This design comes from an exercise in tuning for small area on the open sky130 flow, not from production work.
RTL that was checked went through simulation tests only; none was proved equivalent to the original.
The clock port is modelled as an ideal driver, which makes a skipped or thinned clock tree look cheaper than it is; a real chip needs a root buffer or a tree.
No activity file was given, so power comes from the tool's default toggle rates.

== JK ==
Design Nexys3fpga, start of the top module:
module Nexys3fpga (
	input 				clk100,
	input				rst,
	input				btnl, btnr,
	input				btnu, btnd,
	input				btns,
	input	[7:0]		sw,
	output	[7:0]		led,
	output 	[7:0]		seg,
	output	[3:0]		an
);
Size: about 420 cells after synthesis, about 82 flip-flops, about 35 I/O pins, roughly 0.0036 mm^2 of cells after synthesis.
export LEC_CHECK = 0
export CAP_MARGIN = 20
export CORE_MARGIN = 2
export CORE_UTILIZATION = 80
export PLACE_DENSITY = 0.85
export SLEW_MARGIN = 20
create_clock -name core_clock -period 10.0 [get_ports {clk100}]
standard.sh (not shown) runs the stock make flow with config.mk's settings and CLKGATE_MAP_FILE= SYNTH_SCRIPT=/design/flow/synth_recipe.tcl, a recipe that flattens the netlist after the stock synthesis.
==> flow/flow/run.sh <==
#!/bin/bash
# The standard layout (standard.sh: the standard flow's config.mk, ORFS's own steps and
# its synthesis script) with different arguments for three ORFS steps:
#  - synthesis leaves adders to abc (ADDER_MAP_FILE empty): Yosys's adder
#    extraction otherwise turns 2-input decodes into half-adder cells whose
#    sum output is unused.  The registers and their names are the same.
#  - port buffers use the smallest buffer, sky130_fd_sc_hd__buf_1 (every
#    input and output port still gets its own buffer);
#  - clock tree: clock_buffers.tcl (sourced by ORFS's cts.tcl as its
#    PRE_CTS_TCL) replaces the tree synthesis call with MY_CLKBUF_COUNT
#    buffers fed by the clock port, each driving one group of nearby
#    registers; cts.tcl then legalises and repairs timing as usual.
# Each tool's output is in the ORFS logs under orfs/logs/; make's output
# goes to standard.log.
set -euo pipefail
export ADDER_MAP_FILE=
export BUFFER_PORTS_ARGS="-buffer_cell sky130_fd_sc_hd__buf_1"
export PRE_CTS_TCL="$PWD/flow/clock_buffers.tcl"
export MY_CLOCK_PORT=clk100
export MY_CLKBUF_CELL=sky130_fd_sc_hd__clkbuf_16
export MY_CLKBUF_COUNT=3
bash standard.sh finish > standard.log 2>&1
Other scripts of this flow, unchanged in this note and not shown: flow/flow/clock_buffers.tcl
JK reached the final stage; the timing, DRC and antenna checks on its layout passed.
Relative to JK, the following input files were edited for PW:
Settings: PLACE_DENSITY changed from 0.85 to 0.88; CORE_UTILIZATION changed from 80 to 85.
--- outcome ---
Status: simple-gate area share of the yosys netlist parity (PW, JK). From JK to PW the numbers moved as follows: number of nets produced by synthesis closely matched the old numbers; x dimension of the die went down; count of standard-cell rows shrank by 1. JK and PW: one clean run, JK; the rest did not finish clean. There was hardly any difference in synthesized area between JK and PW.
In JK the design's own scripts or RTL, not TritonCTS, make the clock network.

* * *

== the baseline ==
Another version of the RTL of Nexys3fpga (not shown whole).
Size: roughly 450 cells after synthesis, roughly 82 flip-flops, about 35 I/O pins.
clock: 10.0 ns
lec_check: 0
cap_margin: 20
core_margin: 2
core_utilization: 85
place_density: 0.88
slew_margin: 20
==> flow/flow/run.sh <==
#!/bin/bash
# The standard layout (standard.sh: the standard flow's config.mk, ORFS's own steps and
# synthesis script) with different arguments for three ORFS steps:
#  - synthesis leaves adders to abc (ADDER_MAP_FILE empty): Yosys's adder
#    extraction otherwise turns 2-input decodes into half-adder cells whose
#    sum output is unused.  Registers are untouched by this.
#  - port buffers use the smallest buffer, sky130_fd_sc_hd__buf_1 (every
#    input and output port still gets its own buffer);
#  - clock tree synthesis adds no dummy loads to balance the tree.
# Each tool's output is in the ORFS logs under orfs/logs/; make's output
# goes to standard.log.
set -euo pipefail
export ADDER_MAP_FILE=
export BUFFER_PORTS_ARGS="-buffer_cell sky130_fd_sc_hd__buf_1"
export CTS_ARGS="-sink_clustering_enable -repair_clock_nets -buf_list sky130_fd_sc_hd__clkbuf_8 -dont_use_dummy_load -sink_clustering_size 30 -sink_clustering_max_diameter 200 -sink_buffer_max_cap_derate 1.0"
bash standard.sh finish > standard.log 2>&1
Every stage of the flow completed for the baseline, and the final layout passed the timing, DRC and antenna checks.
Input changes introduced in the candidate (baseline for comparison: the baseline):
--- a/flow/flow/run.sh
+++ b/flow/flow/run.sh
@@ -14,3 +14,3 @@
 export BUFFER_PORTS_ARGS="-buffer_cell sky130_fd_sc_hd__buf_1"
-export CTS_ARGS="-sink_clustering_enable -repair_clock_nets -buf_list sky130_fd_sc_hd__clkbuf_8 -dont_use_dummy_load -sink_clustering_size 30 -sink_clustering_max_diameter 200 -sink_buffer_max_cap_derate 1.0"
+export CTS_ARGS="-sink_clustering_enable -repair_clock_nets -buf_list sky130_fd_sc_hd__clkbuf_8 -dont_use_dummy_load"
 bash standard.sh finish > standard.log 2>&1
Results
Diff the baseline..the candidate | flip-flop and latch count | unchanged
Async set or reset register ratio after synthesis came out exactly the same in the candidate and the baseline.
Diff the candidate..the baseline | count of input and output buffers | unchanged
As far as count of distinct cell types in the synthesized netlist goes, the baseline and the candidate are indistinguishable; the numbers are identical.
Looking at the candidate and the baseline, the number of well taps is a wash.
Comparing the baseline against the candidate, there is no change at all in time the final worst path needs with I/O delays and setup.

* * *

## run A
Nexys3fpga again, from the RTL that the note above started with.
==> flow/config.mk <==
export PLATFORM = sky130hd
export DESIGN_NAME = Nexys3fpga
export DESIGN_NICKNAME = Nexys3fpga
export VERILOG_FILES = /design/flow/design.v
export SDC_FILE = /design/flow/constraint.sdc
export NUM_CORES = 4
export LEC_CHECK = 0
export CAP_MARGIN = 20
export CORE_MARGIN = 2
export CORE_UTILIZATION = 90
export PLACE_DENSITY = 0.92
export SLEW_MARGIN = 20
==> flow/constraint.sdc <==
create_clock -name core_clock -period 10.0 [get_ports {clk100}]
set_input_delay 2.0000 -clock core_clock [delete_from_list [all_inputs] [get_ports {clk100}]]
set_output_delay 2.0000 -clock core_clock [all_outputs]
set_load 0.01 [all_outputs]
==> flow/flow/run.sh <==
#!/bin/bash
# The standard layout (standard.sh: the standard flow's config.mk, ORFS's own steps and
# synthesis script) with different arguments for three ORFS steps:
#  - synthesis leaves adders to abc (ADDER_MAP_FILE empty): Yosys's adder
#    extraction otherwise turns 2-input decodes into half-adder cells whose
#    sum output is unused.  Registers are untouched by this.
#  - port buffers use the smallest buffer, sky130_fd_sc_hd__buf_1 (every
#    input and output port still gets its own buffer);
#  - clock tree synthesis adds no dummy loads to balance the tree.
# Each tool's output is in the ORFS logs under orfs/logs/; make's output
# goes to standard.log.
set -euo pipefail
export ADDER_MAP_FILE=
export BUFFER_PORTS_ARGS="-buffer_cell sky130_fd_sc_hd__buf_1"
export PRE_CTS_TCL="$PWD/flow/clock_buffers.tcl"
export MY_CLOCK_PORT=clk100
export MY_CLKBUF_CELL=sky130_fd_sc_hd__clkbuf_16
export MY_CLKBUF_COUNT=3
bash standard.sh finish > standard.log 2>&1
==> flow/flow/clock_buffers.tcl <==
set ::my_nbuf $::env(MY_CLKBUF_COUNT)
set ::my_buf $::env(MY_CLKBUF_CELL)
rename clock_tree_synthesis orfs_clock_tree_synthesis
proc clock_tree_synthesis { args } {
  set block [ord::get_db_block]
  set db [ord::get_db]
  set port [$block findBTerm $::env(MY_CLOCK_PORT)]
  set net [$port getNet]
  set master [$db findMaster $::my_buf]
  set sinks {}
  foreach it [$net getITerms] {
    set inst [$it getInst]
    set bb [$inst getBBox]
    lappend sinks [list $it [expr {([$bb xMin] + [$bb xMax]) / 2.0}] [expr {([$bb yMin] + [$bb yMax]) / 2.0}]]
  }
  set n [llength $sinks]
  set k $::my_nbuf
  # k-means on the register locations, started from sinks spread along x
  set sorted [lsort -real -index 1 $sinks]
  set cent {}
  for {set i 0} {$i < $k} {incr i} {
    set s [lindex $sorted [expr {int(($i + 0.5) * $n / $k)}]]
    lappend cent [list [lindex $s 1] [lindex $s 2]]
  }
  for {set iter 0} {$iter < 50} {incr iter} {
    set groups {}
    for {set i 0} {$i < $k} {incr i} { lappend groups {} }
    foreach s $sinks {
      set best 0; set bd 1e30
      for {set i 0} {$i < $k} {incr i} {
        set c [lindex $cent $i]
        set d [expr {abs([lindex $s 1] - [lindex $c 0]) + abs([lindex $s 2] - [lindex $c 1])}]
        if {$d < $bd} { set bd $d; set best $i }
      }
      lset groups $best [concat [lindex $groups $best] [list $s]]
    }
    set cent {}
    foreach g $groups {
      set sx 0.0; set sy 0.0
      foreach s $g { set sx [expr {$sx + [lindex $s 1]}]; set sy [expr {$sy + [lindex $s 2]}] }
      set m [expr {max(1, [llength $g])}]
      lappend cent [list [expr {$sx / $m}] [expr {$sy / $m}]]
    }
  }
  set i 0
  foreach g $groups c $cent {
    if {[llength $g] == 0} { continue }
    set inst [odb::dbInst_create $block $master "clkbuf_reg_$i"]
    set onet [odb::dbNet_create $block "clknet_reg_$i"]
    $onet setSigType CLOCK
    [$inst findITerm A] connect $net
    [$inst findITerm X] connect $onet
    foreach s $g {
      set it [lindex $s 0]
      $it disconnect
      $it connect $onet
    }
    $inst setLocation [expr {int([lindex $c 0])}] [expr {int([lindex $c 1])}]
    $inst setPlacementStatus PLACED
    puts "clock buffer clkbuf_reg_$i ($::my_buf) drives [llength $g] registers"
    incr i
  }
  $net setSigType CLOCK
  set_propagated_clock [all_clocks]
}
Run A did not make it past global placement without I/O, where a tool error ended it.
Modified inputs, run B compared to run A
Settings: swapping 0.92 for 0.88 in PLACE_DENSITY; swapping 90 for 85 in CORE_UTILIZATION.
- Of run A and run B, only run A fails to finish with a clean layout.
- For run A, the flow was terminated by a tool error in global placement without I/O and produced no final design.
- Per the comparison of run B with run A, xor/xnor share of the synthesized area essentially unchanged; synthesized area barely changed; height of the chip saw an increase; number of core rows now larger.
- Effective utilization at floorplan, run A and run B: lower on run B
- Floorplan die width delta for run B relative to run A: 1.9 um higher
- Re synthesized cell count: no difference whatsoever between run A and run B.
diff inputs: run B => run C
Settings: CORE_UTILIZATION changed from 85 to 90; PLACE_DENSITY changed from 0.88 to 0.92.
diff --git a/flow/flow/run.sh b/flow/flow/run.sh
--- a/flow/flow/run.sh
+++ b/flow/flow/run.sh
@@ -16,4 +16,4 @@
 export MY_CLOCK_PORT=clk100
-export MY_CLKBUF_CELL=sky130_fd_sc_hd__clkbuf_16
-export MY_CLKBUF_COUNT=3
+export MY_CLKBUF_CELL=sky130_fd_sc_hd__clkbuf_8
+export MY_CLKBUF_COUNT=4
 bash standard.sh finish > standard.log 2>&1
--- outcome ---
Stage in which a tool error killed run C: global placement without I/O.
Run B has lower starting utilization of the core area than run C.
Compared with run B, run C shows a lower number of core rows.
Run B and run C ended up with nearly the same share of synthesized area occupied by flip-flops and latches.
Floorplan die width was higher in run B than in run C.
Comparing run C against run B, there is no change at all in gate count of the mapped netlist.
From run C to run B, netlist area before placement did not move at all.
Inputs modified between run C and run D:
Settings: changing PLACE_DENSITY from 0.92 to 0.88; changing CORE_UTILIZATION from 90 to 85.
[summary]
- Looking at the reports, run D completed the entire flow and the layout it produced met the timing, DRC and antenna checks.
- Comparing run C against run D, there is no change at all in sequential share of the synthesized area.
- Starting density of the core: run D lower than run C
- Run C -> run D: async set-or-reset flop fraction in the synthesized netlist delta 0, exact match
- Between run C and run D, the flow reports cell row count increasing by a few percent.
- | parity-gate share of the synthesized area counting xor and xnor cells | run C vs run D | ≈ equal |
The clock cells of run B and run D come from the design's own scripts or RTL, not from TritonCTS.

* * *

The RTL this note starts from:
==> flow/design.v <==
`default_nettype none
module db_sw (input wire clk, input wire rst, input wire samp, input wire in, output reg out);
	reg oe;
	reg [1:0] r;
	wire d = in ^ oe;
	always @(posedge clk) begin
		out  <= oe & ~rst;
		oe   <= ~rst & (oe ^ (samp & d & r[1] & ~r[0]));
		r[1] <= ~rst & (samp ? d & r[0] : r[1]);
		r[0] <= ~rst & (samp ? d & ~r[1] : r[0]);
	end
endmodule
module db_btn (input wire clk, input wire rst, input wire samp, input wire apply, input wire in, output reg out);
	reg [2:0] j;
	wire d = in ^ out;
	wire due = j[2] & ~j[0] & (out ? ~j[1] : j[1]);
	wire flip = due & apply;
	always @(posedge clk) begin
		out  <= ~rst & (out ^ flip);
		j[0] <= ~rst & (samp ? d & ~j[2] : j[0]);
		j[1] <= ~rst & (samp ? d & j[0] : j[1] & ~flip);
		j[2] <= ~rst & (samp ? d & j[1] : j[2] & ~flip);
	end
endmodule
`default_nettype none
module glyph (input wire [3:0] c, output wire [6:0] g);
	assign g[0] = (c[3] & ~c[2]) | (~c[2] & c[1] & c[0]) | (c[3] & c[1] & ~c[0]);
	assign g[1] = (c[3] & ~c[1]) | (c[3] & c[2] & ~c[0]) | (c[2] & ~c[1] & ~c[0]) | (~c[3] & c[2] & c[1] & c[0]);
	assign g[2] = (c[3] & ~c[1]) | (~c[2] & c[1] & ~c[0]);
	assign g[3] = ~((~c[3] & ~c[1]) | (c[2] & c[0]) | (~c[3] & ~c[2] & ~c[0]));
	assign g[4] = (c[3]) | (c[2] & ~c[0]) | (~c[2] & c[0]);
	assign g[5] = (c[1] & ~c[0]) | (c[3] & ~c[0]) | (~c[3] & ~c[2] & c[0]);
	assign g[6] = (c[3] & ~c[0]) | (c[3] & ~c[1]) | (~c[2] & ~c[1] & ~c[0]) | (c[2] & c[1] & ~c[0]) | (~c[3] & ~c[2] & c[1] & c[0]);
endmodule
`default_nettype none
module dstep (input wire [3:0] h, input wire dn, output wire [3:0] t,
              output wire is0, output wire is5, output wire is9);
	assign t[0] = (~h[0]) | (~dn & h[1]) | (dn & ~h[3]);
	assign t[1] = (~h[1]) | (h[3]) | (~dn & ~h[0]) | (dn & h[0]);
	assign t[2] = (~dn & h[3]) | (dn & ~h[1] & ~h[0]);
	assign t[3] = (h[3]) | (dn & ~h[1] & ~h[0]) | (~dn & ~h[1] & h[0]);
	assign is0 = (~h[2] & ~h[1] & ~h[0]);
	assign is5 = (h[2] & ~h[1] & ~h[0]);
	assign is9 = (h[3] & h[2]);
endmodule
module dstep3 (input wire [1:0] h, input wire dn, output wire [1:0] t);
	assign t[0] = 1'b1;
	assign t[1] = (~dn & ~h[0]) | (dn & h[0]);
endmodule
module dcode3 (input wire [1:0] h, output wire is0, output wire is3);
	assign is0 = h == 2'b00;
	assign is3 = h == 2'b01;
endmodule
module dcodes (output wire [3:0] blank, output wire [3:0] seg_a, output wire [3:0] seg_b,
               output wire [3:0] seg_c, output wire [3:0] seg_f, output wire [3:0] eight,
               output wire [3:0] w05);
	assign blank = 4'b1000;
	assign seg_a = 4'b1100;
	assign seg_b = 4'b1010;
	assign seg_c = 4'b1110;
	assign seg_f = 4'b1001;
	assign eight = 4'b0101;
	assign w05 = 4'b0100;
endmodule
`default_nettype none
module Nexys3fpga (
	input 				clk100,
	input				rst,
	input				btnl, btnr,
	input				btnu, btnd,
	input				btns,
	input	[7:0]		sw,
	output	[7:0]		led,
	output 	[7:0]		seg,
	output	[3:0]		an
);
	reg [2:0] q;
	always @(posedge clk100) begin
		q[2] <= rst | q[1];
		q[1] <= ~rst & q[0];
		q[0] <= rst | (~q[2] & (~q[1] | q[0]));
	end
	wire samp = ~q[2] &  q[1] &  q[0];       
	wire c0   =  q[2] &  q[1] &  q[0];       
	wire c1   =  q[2] &  q[1] & ~q[0];       
	wire x0   =  q[2] & ~q[1] &  q[0];       
	wire s2   =  q[2] & ~q[1] & ~q[0];       
	wire s3   = ~q[2] & ~q[1] & ~q[0];       
	wire s4   = ~q[2] & ~q[1] &  q[0];       
	reg [3:0] ec;
	always @(posedge clk100) begin
		ec[3] <= rst | ec[2];
		ec[2] <= ~rst & ec[1];
		ec[1] <= rst | ec[0];
		ec[0] <= rst | (~ec[0] & ~ec[1] & ec[3]) | (~ec[2] & ~ec[3]);
	end
	wire t10_1 = ec[3] & ec[2] & ec[1];      
	wire b_s, b_l, b_u, b_r, b_d;
	genvar gi;
	generate for (gi = 0; gi < 8; gi = gi + 1) begin : SWD
		db_sw u (.clk(clk100), .rst(rst), .samp(samp), .in(sw[gi]), .out(led[gi]));
	end endgenerate
	db_btn UBS (.clk(clk100), .rst(rst), .samp(samp), .apply(1'b1), .in(btns), .out(b_s));
	db_btn UBL (.clk(clk100), .rst(rst), .samp(samp), .apply(~c0), .in(btnl), .out(b_l));
	db_btn UBU (.clk(clk100), .rst(rst), .samp(samp), .apply(~c0), .in(btnu), .out(b_u));
	db_btn UBR (.clk(clk100), .rst(rst), .samp(samp), .apply(~c0), .in(btnr), .out(b_r));
	db_btn UBD (.clk(clk100), .rst(rst), .samp(samp), .apply(~c0), .in(btnd), .out(b_d));
	reg rd, started;
	always @(posedge clk100) begin
		rd      <= ~rst & b_s;
		started <= ~rst & (started | b_s);
	end
	reg m_dn, m_up, m_fast;
	reg n_dn, n_up, n_fast;
	always @* begin
		case ({b_l, b_u, b_r, b_d})
			4'b1000, 4'b0001: {n_dn, n_up, n_fast} = 3'b100;
			4'b1001:          {n_dn, n_up, n_fast} = 3'b101;
			4'b0010, 4'b0100: {n_dn, n_up, n_fast} = 3'b010;
			4'b0110:          {n_dn, n_up, n_fast} = 3'b011;
			default:          {n_dn, n_up, n_fast} = 3'b000;
		endcase
	end
	always @(posedge clk100)
		if (rst || rd)
			{m_dn, m_up, m_fast} <= 3'b000;
		else if (c1)
			{m_dn, m_up, m_fast} <= {n_dn, n_up, n_fast};
	wire [3:0] K_BLANK, K_A, K_B, K_C, K_F, K_EIGHT, K_W05;
	dcodes DC (.blank(K_BLANK), .seg_a(K_A), .seg_b(K_B), .seg_c(K_C), .seg_f(K_F),
	           .eight(K_EIGHT), .w05(K_W05));
	reg [1:0] h3;
	reg [3:0] h2, h1;
	wire [3:0] t1, t2;
	wire h1is0, h1is9, h2is0, h2is5, h2is9;
	dstep S1 (.h(h1), .dn(m_dn), .t(t1), .is0(h1is0), .is5(), .is9(h1is9));
	dstep S2 (.h(h2), .dn(m_dn), .t(t2), .is0(h2is0), .is5(h2is5), .is9(h2is9));
	wire h3z, h3t;                               
	dcode3 D3 (.h(h3), .is0(h3z), .is3(h3t));
	wire step = (m_fast ? t10_1 : c1) & (m_dn | m_up);
	wire en2  = step & (m_dn ? h1is0 : h1is9);
	wire wrap = m_dn ? (h2is0 & h3z) : (h2is5 & h3t);    
	wire en3  = en2 & (m_dn ? h2is0 : (h2is9 | wrap));
	wire [3:0] m2 = wrap ? K_W05 : t2;           
	wire [1:0] m3;
	dstep3 S3 (.h(h3), .dn(m_dn), .t(m3));
	wire hr = rst | rd;
	always @(posedge clk100) begin
		h1 <= {4{~hr}} & (h1 ^ ({4{step}} & t1));
		h2 <= {4{~hr}} & (h2 ^ ({4{en2}} & m2));
		h3 <= {2{~hr}} & (h3 ^ ({2{en3}} & m3));
	end
	reg [1:0] di;
	wire adv = started ? c0 : samp;
	always @(posedge clk100)
		if (rst || b_s)
			di <= 2'd0;
		else if (adv)
			di <= {di[1] ^ di[0], ~di[0]};
	assign an = ~(4'b0001 << di);
	wire [2:0] G_BLANK = K_BLANK[2:0], G_A = K_A[2:0], G_B = K_B[2:0],
	           G_C = K_C[2:0], G_F = K_F[2:0];
	reg [2:0] mg, mg_n;
	always @* begin
		if (!started || rd)       mg_n = G_BLANK;
		else if (c0)              mg_n = G_F;                  
		else if (c1)              mg_n = di[0] ? G_C : G_F;    
		else if (s2 || s3)        mg_n = G_A;                  
		else                      mg_n = G_B;                  
	end
	always @(posedge clk100)
		mg <= mg_n;
	reg [3:0] cr;
	reg       dpr;
	always @(posedge clk100)
		if (rst) begin
			cr <= K_BLANK;  dpr <= 1'b1;         
		end else if (x0) begin
			cr <= K_EIGHT;  dpr <= 1'b0;         
		end else begin
			case (di)
				2'd0:    cr <= {1'b1, mg};
				2'd1:    cr <= h1;
				2'd2:    cr <= h2;
				default: cr <= {2'b00, h3};
			endcase
			dpr <= ~(di[1] & ~di[0]);
		end
	wire [6:0] gl;
	glyph GL (.c(cr), .g(gl));
	assign seg = {dpr, gl};
endmodule
`default_nettype wire
Settings: LEC_CHECK=0, CAP_MARGIN=20, CORE_MARGIN=2, CORE_UTILIZATION=85, PLACE_DENSITY=0.88, SLEW_MARGIN=20; clock period 10.0 ns.
==> flow/flow/run.sh <==
#!/bin/bash
# The standard layout (standard.sh: the standard flow's config.mk, ORFS's own steps and
# synthesis script) with different arguments for three ORFS steps:
#  - synthesis leaves adders to abc (ADDER_MAP_FILE empty): Yosys's adder
#    extraction otherwise turns 2-input decodes into half-adder cells whose
#    sum output is unused.  Registers are untouched by this.
#  - port buffers use the smallest buffer, sky130_fd_sc_hd__buf_1 (every
#    input and output port still gets its own buffer);
#  - clock tree synthesis adds no dummy loads to balance the tree.
# Each tool's output is in the ORFS logs under orfs/logs/; make's output
# goes to standard.log.
set -euo pipefail
export ADDER_MAP_FILE=
export BUFFER_PORTS_ARGS="-buffer_cell sky130_fd_sc_hd__buf_1"
export CTS_ARGS="-repair_clock_nets -buf_list sky130_fd_sc_hd__clkbuf_16 -dont_use_dummy_load"
bash standard.sh finish > standard.log 2>&1
The baseline went through all stages and came out clean.
Change:
--- a/flow/flow/run.sh
+++ b/flow/flow/run.sh
@@ -15 +15 @@
-export CTS_ARGS="-repair_clock_nets -buf_list sky130_fd_sc_hd__clkbuf_16 -dont_use_dummy_load"
+export CTS_ARGS="-sink_clustering_enable -repair_clock_nets -buf_list sky130_fd_sc_hd__clkbuf_8 -dont_use_dummy_load -sink_clustering_size 25 -sink_clustering_max_diameter 100"
The new run passed the timing, DRC and antenna checks; register-to-register slack improves by 0.04 ns; clock power shrinks by 33%; worst setup slack degrades by 0.042 ns; global-route usage shrinks by 7.0 points; count of clock-buffer cells in the layout stays the same; design area shrinks by about 2.5%.
Change:
--- a/flow/flow/run.sh
+++ b/flow/flow/run.sh
@@ -15 +15 @@
-export CTS_ARGS="-sink_clustering_enable -repair_clock_nets -buf_list sky130_fd_sc_hd__clkbuf_8 -dont_use_dummy_load -sink_clustering_size 25 -sink_clustering_max_diameter 100"
+export CTS_ARGS="-sink_clustering_enable -repair_clock_nets -buf_list sky130_fd_sc_hd__clkbuf_16 -dont_use_dummy_load -sink_clustering_size 50 -sink_clustering_max_diameter 300"
Result: The new run went through all stages and came out clean; worst setup slack gets better by 0.042 ns; maximum frequency grows by about 1.2%; design area increases by about 2.6%; global-route usage rose by 7.0 points; clock skew is lower by 0.0070 ns; utilization grows by 2.3 points; synthesized cell count does not change.
Function was not checked in any run of this note: the RTL went through the layout flow alone.

## afterwards: timing with drivers on the ports
The results above use ideal ports. As a check the final layouts listed here were re-extracted and re-timed, cells and wires unchanged. Step 1 assumes that a clkbuf_16 drives the clock port and a buf_2 every other input. Step 2 adds t to the input delays and takes it off the output delays; t is the mean of the earliest and latest rising clock arrival at the registers after step 1. Input paths then give back, and output paths get back, about the clock's delay inside the block. a / b / c = ideal ports / drivers / drivers and shift; a / b = the first two.
| run | shift t [ns] | slack for setup (ns) | worst hold slack (ns) | clock arrival spread, ns |
|---|---|---|---|---|
| JK | 0.220 | 6.402 / 6.440 / 6.220 | 0.431 / 0.431 / 0.431 | 0.030 / 0.030 |
| the baseline | 0.374 | 6.395 / 6.366 / 6.538 | 0.472 / 0.472 / 0.472 | 0.015 / 0.015 |
| the candidate | 0.374 | 6.395 / 6.366 / 6.538 | 0.472 / 0.472 / 0.472 | 0.015 / 0.015 |
| run B | 0.217 | 6.604 / 6.544 / 6.579 | 0.469 / 0.469 / 0.469 | 0.023 / 0.023 |
| run D | 0.221 | 6.586 / 6.528 / 6.533 | 0.480 / 0.480 / 0.480 | 0.019 / 0.019 |
| the first run of note 4 | 0.361 | 6.384 / 6.350 / 6.449 | 0.486 / 0.486 / 0.486 | 0.013 / 0.014 |
| the second run of note 4 | 0.379 | 6.342 / 6.315 / 6.517 | 0.468 / 0.468 / 0.468 | 0.022 / 0.022 |
| the third run of note 4 | 0.361 | 6.384 / 6.350 / 6.449 | 0.486 / 0.486 / 0.486 | 0.013 / 0.014 |
After both steps every run listed still meets setup and hold. For JK, which loses most, drivers alone change the setup slack by +0.038 ns; drivers and shift together by -0.182 ns.
